Source: an optimization exercise on an open RTL-to-GDS flow (aim: small area). Production flows keep margins and buffers that such runs may drop. Function was checked by simulation only, so behaviour that the tests miss may differ from the original. Power is estimated from default activity; no workload was simulated.

wip/onyx:
==> flow/design.v <==
module clock_divider (
    input             clk,
    input             rst,
    output reg [19:0] c,
    output reg [6:0]  b,
    output reg [4:0]  a,
    output            tick500,   
    output            sample,    
    output            romstep    
);
function [19:0] inc;
    input [19:0] x;
    integer i;
    reg all;
    begin
        all = 1'b1;
        for (i = 0; i < 20; i = i + 1) begin
            inc[i] = x[i] ^ all;
            all = all & x[i];
        end
    end
endfunction
wire cwrap = c[19] & c[18] & c[17] & c[16] & c[14] & c[9] &
             c[5] & c[4] & c[3] & c[2] & c[1] & c[0];
wire bwrap = b[6] & b[5] & b[4] & b[3] & b[2];
wire awrap = a[4] & a[3];
always @(posedge clk) begin
    if (rst | cwrap)
        c <= 20'd0;
    else
        c <= inc(c);
end
always @(posedge clk) begin
    if (rst | bwrap)
        b <= 7'd0;
    else
        b <= inc({13'd0, b});
end
always @(posedge clk) begin
    if (rst | (bwrap & awrap))
        a <= 5'd0;
    else if (bwrap)
        a <= inc({15'd0, a});
end
assign tick500 = bwrap & ~c[1] & c[0];
assign sample  = bwrap & awrap & ~c[2] & c[1] & c[0];
assign romstep = bwrap & awrap & ~c[3] & c[2] & c[1] & c[0];
endmodule
module seg7(
    input  [3:0] in,
    output [6:0] display
);
wire [3:0] d = in;
assign display[0] = ~(d[3] | (d[2] & d[0]) | (~d[2] & ~d[0]) | d[1]);
assign display[1] = ~((~d[1] & ~d[0]) | ~d[2] | (d[1] & d[0]));
assign display[2] = ~d[2] & d[1] & ~d[0];
assign display[3] = (d[2] & ~d[1] & ~d[0]) | (~d[2] & ~d[1] & d[0]) | (d[2] & d[1] & d[0]);
assign display[4] = (d[2] & ~d[1]) | d[0];
assign display[5] = (~d[2] & d[1]) | (~d[3] & ~d[2] & d[0]) | (d[1] & d[0]);
assign display[6] = (~d[3] & ~d[2] & ~d[1]) | (d[2] & d[1] & d[0]);
endmodule
module rom (
    input  [4:0]  idx,
    output [15:0] rom_x, rom_y, rom_z
);
    reg [15:0] mem [0:31];
    initial begin
        $readmemb("xyz.mem", mem);
    end
    wire [31:0] oh = 32'd1 << idx;
    function [15:0] pick;
        input [31:0] o;
        input integer off;
        integer i;
        reg [15:0] r;
        begin
            r = 16'd0;
            for (i = 0; i < 32; i = i + 1)
                r = r | ({16{o[i]}} & mem[(i + off) % 32]);
            pick = r;
        end
    endfunction
    assign rom_x = pick(oh, 0);
    assign rom_y = pick(oh, 1);
    assign rom_z = pick(oh, 2);
endmodule
module pwm (
    input             clk,
    input             rst,
    input             select,
    input             grab,
    input             tick,       
    input             sample,     
    input             romstep,    
    input      [19:0] counter,
    input      [6:0]  step,       
    input      [15:0] data_x, data_y, data_z,   
    output            out1, out2, out3, out4,
    output reg [19:0] scr_y
);
reg        tinit;    
reg        gsel;     
reg        busy;     
reg [4:0]  idx;      
reg [19:0] scr_x, scr_z;
reg [19:0] tgt_x, tgt_y, tgt_z;
reg [6:0]  dl;       
reg [2:0]  cy;       
always @(posedge clk) begin
    if (rst)
        tinit <= 1'b1;
    else if (tick)
        tinit <= 1'b0;
end
always @(posedge clk) begin
    if (rst)
        idx <= 5'd0;
    else if (romstep) begin
        if (idx == 5'd29)           
            idx <= 5'd0;
        else
            idx <= idx + 5'd3;
    end
end
wire [15:0] rom_x, rom_y, rom_z;
rom romemory (.idx(idx), .rom_x(rom_x), .rom_y(rom_y), .rom_z(rom_z));
wire act_x = busy & (step < 7'd20);
wire act_y = busy & (step >= 7'd20) & (step < 7'd40);
wire act_z = busy & (step >= 7'd40);
wire last  = (step == 7'd19) | (step == 7'd39) | (step == 7'd59);
localparam [63:0] KB = {4'd0, 20'd75000, 20'd75000, 20'd75000};
wire kbit = KB[step[5:0]];
wire sbit = act_x ? scr_x[0] : act_y ? scr_y[0] : scr_z[0];
wire [3:0] sum = sbit + dl[2] + dl[3] + dl[4] + dl[6] + kbit + cy;
always @(posedge clk) begin
    if (rst | sample)
        busy <= 1'b1;
    else if (step == 7'd59)
        busy <= 1'b0;
end
always @(posedge clk) begin
    if (rst | ~busy | last) begin
        dl <= 7'd0;
        cy <= 3'd0;
    end
    else begin
        dl <= {dl[5:0], sbit};
        cy <= sum[3:1];
    end
end
wire        load = rst | sample;
wire [15:0] ix = rst ? 16'd0 : data_x;
wire [15:0] iy = rst ? 16'd0 : data_y;
wire [15:0] iz = rst ? 16'd0 : data_z;
always @(posedge clk) begin
    if (load) begin
        scr_x <= {{4{ix[15]}}, ix};
        scr_y <= {{4{iy[15]}}, iy};
        scr_z <= {{4{iz[15]}}, iz};
    end
    else begin
        scr_x <= {act_x ? sum[0] : scr_x[0], scr_x[19:1]};
        scr_y <= {act_y ? sum[0] : scr_y[0], scr_y[19:1]};
        scr_z <= {act_z ? sum[0] : scr_z[0], scr_z[19:1]};
    end
end
always @(posedge clk) begin
    if (tick) begin
        gsel  <= grab;
        tgt_x <= select ? {4'd0, rom_x} : {scr_x[10:0], scr_x[19:11]};
        tgt_y <= select ? {4'd0, rom_y} : {scr_y[10:0], scr_y[19:11]};
        tgt_z <= select ? {4'd0, rom_z} : {scr_z[10:0], scr_z[19:11]};
    end
end
function lt20;
    input [19:0] p, q;
    integer i;
    reg r;
    begin
        r = 1'b0;
        for (i = 0; i < 20; i = i + 1)
            r = (p[i] ^ q[i]) ? q[i] : r;
        lt20 = r;
    end
endfunction
wire lt_c = lt20(counter, 20'd65000);
wire lt_g = gsel ? lt20(counter, 20'd125000) : lt20(counter, 20'd25000);
assign out1 = tinit ? lt_c : lt20(counter, tgt_x);
assign out2 = tinit ? lt_c : lt20(counter, tgt_y);
assign out3 = tinit ? lt_c : lt20(counter, tgt_z);
assign out4 = tinit ? lt_c : lt_g;
endmodule
module bcd (
    input  [15:0] v,
    output [11:0] d
);
function [3:0] add3;
    input [3:0] d;
    reg ge5;
    begin
        ge5 = d[3] | (d[2] & (d[1] | d[0]));
        add3[3] = ge5;
        add3[2] = (d[2] & ~d[1] & ~d[0]) | (d[3] & d[0]);
        add3[1] = (d[1] & ~d[2]) | (d[2] & d[1] & d[0]) | (d[3] & ~d[0]);
        add3[0] = d[0] ^ ge5;
    end
endfunction
function [11:0] add12;
    input [11:0] a, b;
    input ci;
    integer i;
    reg cy;
    begin
        cy = ci;
        for (i = 0; i < 12; i = i + 1) begin
            add12[i] = a[i] ^ b[i] ^ cy;
            cy = (a[i] & b[i]) | (a[i] & cy) | (b[i] & cy);
        end
    end
endfunction
wire        s = v[15];
wire [15:0] x = v ^ {16{s}};
wire [11:0] t = add12({2'b00, x[9:0]}, {3'b000, x[15:10], 3'b000}, s);
wire [11:0] m = add12(t, {2'b00, x[15:10], 4'b0000}, 1'b0);
reg [11:0] r;
integer i;
always @(*) begin
    r = 12'd0;
    for (i = 11; i >= 0; i = i - 1) begin
        r[3:0]  = add3(r[3:0]);
        r[7:4]  = add3(r[7:4]);
        r[11:8] = add3(r[11:8]);
        r = {r[10:0], m[i]};
    end
end
assign d = r;
endmodule
module accel (
   input                clk,
   input                rst,
   input        [15:0]  data_x,
   input        [15:0]  data_y,
   input        [15:0]  data_z,
   input                select,    
   input                grab,      
   output       [6:0]   HEX0,
   output       [6:0]   HEX1,
   output       [6:0]   HEX2,
   output       [6:0]   HEX3,
   output       [6:0]   HEX4,
   output       [6:0]   HEX5,
   output       [9:0]   LEDR,
   output               servo_x,   
   output               servo_y,   
   output               servo_z,   
   output               servo_g    
   );
wire [19:0] counter;
wire [6:0] step;
wire [4:0] blk;
wire tick, sample, romstep;
clock_divider timebase (
    .clk(clk), .rst(rst), .c(counter), .b(step), .a(blk),
    .tick500(tick), .sample(sample), .romstep(romstep));
wire [19:0] scr_y;
reg         ycvt;    
wire [11:0] bx;
bcd conv (.v(ycvt ? scr_y[15:0] : data_x), .d(bx));
always @(posedge clk)
    ycvt <= sample & ~rst;
reg [9:0] mag_z;
reg any;
integer i;
always @(*) begin
    any = 1'b0;
    for (i = 0; i < 10; i = i + 1) begin
        mag_z[i] = data_z[i] ^ (data_z[15] & any);
        any = any | data_z[i];
    end
end
reg [11:0] dig_x;    
reg        signx;
reg [7:0]  dig_y;    
reg [9:0]  led_z;    
always @(posedge clk) begin
    if (rst) begin
        dig_x <= 12'd0;
        signx <= 1'b0;
        dig_y <= 8'd0;
        led_z <= 10'd0;
    end
    else begin
        if (sample) begin
            dig_x <= bx;
            signx <= data_x[15];
            led_z <= mag_z;
        end
        if (ycvt)
            dig_y <= bx[11:4];
    end
end
wire [7:0] show_y = ycvt ? bx[11:4] : dig_y;
seg7 s0 (.in(dig_x[3:0]),  .display(HEX0));
seg7 s1 (.in(dig_x[7:4]),  .display(HEX1));
seg7 s2 (.in(dig_x[11:8]), .display(HEX2));
seg7 s4 (.in(show_y[3:0]), .display(HEX4));
seg7 s5 (.in(show_y[7:4]), .display(HEX5));
assign HEX3 = {1'b1, signx, signx, signx, 2'b00, signx};
assign LEDR = led_z;
pwm control (
    .clk(clk), .rst(rst), .select(select), .grab(grab),
    .tick(tick), .sample(sample), .romstep(romstep), .counter(counter),
    .step(step), .data_x(data_x), .data_y(data_y), .data_z(data_z),
    .out1(servo_x), .out2(servo_y), .out3(servo_z), .out4(servo_g),
    .scr_y(scr_y));
endmodule
export LEC_CHECK = 0
export CAP_MARGIN = 20
export CORE_MARGIN = 2
export CORE_UTILIZATION = 40
export SLEW_MARGIN = 20
create_clock -name core_clock -period 25.0 [get_ports {clk}]
standard.sh (not shown) runs the stock make flow with config.mk's settings and CLKGATE_MAP_FILE= SYNTH_SCRIPT=/design/flow/synth_recipe.tcl, a recipe that flattens the netlist after the stock synthesis.
==> flow/flow/run.sh <==
#!/bin/bash
# Layout flow: the standard ORFS flow (standard.sh) with these changes,
# which only affect how small the layout comes out:
#  - synthesis is the standard flow's own script, except that ABC maps the logic with an
#    area recipe (flow/area.abc: two rounds of deepsyn, choices and area
#    mapping), and adders are left to ABC instead of being extracted into
#    fixed full/half-adder cells first (ADDER_MAP_FILE empty);
#  - placement at 65% core utilization, not timing driven (the clock period
#    leaves ample slack), so it adds no buffers of its own;
#  - every port still gets a buffer, but the smallest one (buf_1);
#  - clock tree: clkbuf_4 buffers, small sink clusters, no dummy
#    loads.
# Each tool's full output goes to the ORFS logs and to flow.log here.
set -euo pipefail
WORK=$PWD

# synth_recipe.tcl with ABC's -script argument pointed at flow/area.abc
{
    echo 'proc abc {args} {'
    echo '    set i [lsearch -exact $args -script]'
    echo "    if {\$i >= 0} { lset args [expr {\$i + 1}] {$WORK/flow/area.abc} }"
    echo '    yosys abc {*}$args'
    echo '}'
    cat "$WORK/synth_recipe.tcl"
} > "$WORK/flow_synth.tcl"

bash "$WORK/standard.sh" \
    "SYNTH_SCRIPT=$WORK/flow_synth.tcl" \
    ADDER_MAP_FILE= \
    CORE_UTILIZATION=65 PLACE_DENSITY=0.75 GPL_TIMING_DRIVEN=0 \
    "BUFFER_PORTS_ARGS=-buffer_cell sky130_fd_sc_hd__buf_1" \
    "CTS_ARGS=-sink_clustering_enable -repair_clock_nets -dont_use_dummy_load -buf_list sky130_fd_sc_hd__clkbuf_4 -sink_clustering_size 10 -sink_clustering_max_diameter 50" \
    finish > "$WORK/flow.log" 2>&1
==> flow/flow/area.abc <==
strash
&get -n
&deepsyn -I 10 -J 20
&dch -f
&nf -R 1000 -p -F 8 -A 8 -E 100
&put
strash
&get -n
&deepsyn -I 10 -J 20
&dch -f
&nf -R 1000 -p -F 8 -A 8 -E 100
&put
topo
Having completed the whole flow, wip/onyx delivered a layout that passed the timing, DRC and antenna checks.
The inputs of wip/maple differ from those of wip/onyx as listed below.
diff --git a/flow/flow/run.sh b/flow/flow/run.sh
--- a/flow/flow/run.sh
+++ b/flow/flow/run.sh
@@ -1,10 +1,6 @@
 #!/bin/bash
-# Layout flow: the standard ORFS flow (standard.sh) with these changes,
-# which only affect how small the layout comes out:
+# Layout flow: the standard ORFS flow (standard.sh) with three changes
+# that only affect how small the layout comes out:
 #  - synthesis is the standard flow's own script, except that ABC maps the logic with an
-#    area recipe (flow/area.abc: two rounds of deepsyn, choices and area
-#    mapping), and adders are left to ABC instead of being extracted into
-#    fixed full/half-adder cells first (ADDER_MAP_FILE empty);
-#  - placement at 65% core utilization, not timing driven (the clock period
-#    leaves ample slack), so it adds no buffers of its own;
+#    area recipe (flow/area.abc: deepsyn, choices, area mapping);
 #  - every port still gets a buffer, but the smallest one (buf_1);
@@ -28,4 +24,2 @@
     "SYNTH_SCRIPT=$WORK/flow_synth.tcl" \
-    ADDER_MAP_FILE= \
-    CORE_UTILIZATION=65 PLACE_DENSITY=0.75 GPL_TIMING_DRIVEN=0 \
     "BUFFER_PORTS_ARGS=-buffer_cell sky130_fd_sc_hd__buf_1" \
==> flow/flow/area.abc <==
strash
&get -n
&deepsyn -T 60
&dch -f
&nf -R 1000 -p -F 8 -A 8 -E 100
&put
topo
Results
- wip/maple: PASS, flow complete, no timing, DRC or antenna violations
- Core utilization: wip/maple lower than wip/onyx
- Against wip/onyx, wip/maple comes in about 7% higher on standard cell area after detailed placement.
- Relative to wip/onyx, final-stage net count has increased by 99 in wip/maple.
- Looking at worst setup slack across both flows, wip/maple is the weaker of the two, with wip/onyx ahead.
- wip/maple vs. wip/onyx: first-pass GRT wire length climbed 5200 µm; critical path depth climbed 4; proportion of cell area occupied by multi-input gates climbed 2.2 points.
Changes in wip/umber relative to wip/maple:
diff --git a/flow/flow/run.sh b/flow/flow/run.sh
--- a/flow/flow/run.sh
+++ b/flow/flow/run.sh
@@ -24,2 +24,3 @@
     "SYNTH_SCRIPT=$WORK/flow_synth.tcl" \
+    CORE_UTILIZATION=65 PLACE_DENSITY=0.75 \
     "BUFFER_PORTS_ARGS=-buffer_cell sky130_fd_sc_hd__buf_1" \
==> flow/flow/area.abc <==
strash
&get -n
&deepsyn -I 10 -J 20
&dch -f
&nf -R 1000 -p -F 8 -A 8 -E 100
&put
topo
- The standard cells in wip/umber occupy less silicon area than those in wip/maple do.
- In the flow results for wip/umber and wip/maple, the mean instance size in the synthesized netlist is larger on wip/maple.
- wip/maple has a lower final critical-path share of the clock period than wip/umber.
- Routed wire in wip/umber totals more than in wip/maple.
- Utilization ended up 27 points higher on wip/umber than on wip/maple.
- Per the comparison of wip/umber with wip/maple, die area dropped about 40%; setup slack dropped 0.18 ns; reported net switching power barely changed; largest vdd supply drop climbed 16%.
- Combinational group share of total power, wip/umber and wip/maple: higher on wip/umber
Changes in wip/fjord relative to wip/umber:
==> flow/flow/run.sh <==
#!/bin/bash
set -euo pipefail
WORK=$PWD

# synth_recipe.tcl with ABC's -script argument pointed at flow/area.abc
{
    echo 'proc abc {args} {'
    echo '    set i [lsearch -exact $args -script]'
    echo "    if {\$i >= 0} { lset args [expr {\$i + 1}] {$WORK/flow/area.abc} }"
    echo '    yosys abc {*}$args'
    echo '}'
    cat "$WORK/synth_recipe.tcl"
} > "$WORK/flow_synth.tcl"

bash "$WORK/standard.sh" \
    "SYNTH_SCRIPT=$WORK/flow_synth.tcl" \
    SYNTH_HIERARCHICAL=1 \
    "BUFFER_PORTS_ARGS=-buffer_cell sky130_fd_sc_hd__buf_1" \
    "CTS_ARGS=-sink_clustering_enable -repair_clock_nets -dont_use_dummy_load -buf_list sky130_fd_sc_hd__clkbuf_4 -sink_clustering_size 8 -sink_clustering_max_diameter 40" \
    finish > "$WORK/flow.log" 2>&1
==> run notes <==
wip/fjord against wip/umber: detailed-routing wirelength on met1 up about 10%, total power up 1.9%, clock transition at the register clock pins on the worst setup and hold paths after CTS down 0.02 ns, design area up 320 µm², effective utilization at floorplan down 25 points. | area of the mapped netlist | wip/fjord vs wip/umber | worse |. Final weighted congestion in routability-driven placement ends up lower on wip/fjord.
Input-level comparison between wip/lagoon and wip/fjord:
diff --git a/flow/flow/run.sh b/flow/flow/run.sh
--- a/flow/flow/run.sh
+++ b/flow/flow/run.sh
@@ -1,2 +1,10 @@
 #!/bin/bash
+# Layout flow: the standard ORFS flow (standard.sh) with three changes
+# that only affect how small the layout comes out:
+#  - synthesis is the standard flow's own script, except that ABC maps the logic with an
+#    area recipe (flow/area.abc: deepsyn, choices, area mapping);
+#  - every port still gets a buffer, but the smallest one (buf_1);
+#  - clock tree: clkbuf_4 buffers, small sink clusters, no dummy
+#    loads.
+# Each tool's full output goes to the ORFS logs and to flow.log here.
 set -euo pipefail
@@ -16,3 +24,3 @@
     "SYNTH_SCRIPT=$WORK/flow_synth.tcl" \
-    SYNTH_HIERARCHICAL=1 \
+    CORE_UTILIZATION=65 PLACE_DENSITY=0.75 \
     "BUFFER_PORTS_ARGS=-buffer_cell sky130_fd_sc_hd__buf_1" \
Results
wip/fjord reached the final stage; the timing, DRC and antenna checks on its layout passed.
wip/lagoon reached the final stage; the timing, DRC and antenna checks on its layout passed.
Combinational share of power: wip/lagoon vs wip/fjord up 1.4 points
Taking wip/lagoon over wip/fjord, the number of instances in the synthesized netlist ratio works out to 1.06.
Diff wip/fjord -> wip/lagoon: via count now larger; reported combinational group power climbed about 2%; non-clock buffer count fell by 7.4%.

==> separate check: timing with driven ports <==
Ports are ideal in the flow. The routed layouts listed here were re-timed in OpenROAD. Step 1 (the two cells are an assumption about what drives the block):
set clk [get_ports {clk}]
set_driving_cell -lib_cell sky130_fd_sc_hd__clkbuf_16 $clk
set_driving_cell -lib_cell sky130_fd_sc_hd__buf_2 [delete_from_list [all_inputs] $clk]
Step 2 adds t to the input delays and takes it off the output delays; t is the mean of the earliest and latest rising clock arrival at the registers after step 1. Input paths then give back, and output paths get back, about the clock's delay inside the block. Slacks: ideal / step 1 / step 2; pairs: ideal / step 1.
run	shift t [ns]	slack for setup (ns)	hold slack, ns	worst register clock-pin slew, ns	worst data-port slew with drivers (ns)
wip/onyx	0.688	4.138 / 4.109 / 4.109	0.413 / 0.413 / 0.413	0.11 / 0.11	0.06
wip/maple	0.697	3.891 / 3.871 / 3.871	0.392 / 0.392 / 0.392	0.11 / 0.11	0.07
wip/umber	0.674	3.714 / 3.694 / 3.694	0.406 / 0.406 / 0.406	0.11 / 0.11	0.08
wip/fjord	0.649	3.630 / 3.601 / 3.601	0.397 / 0.397 / 0.397	0.09 / 0.09	0.06
wip/lagoon	0.664	3.698 / 3.678 / 3.678	0.446 / 0.446 / 0.446	0.10 / 0.10	0.08
After both steps setup and hold are still met in every run listed.
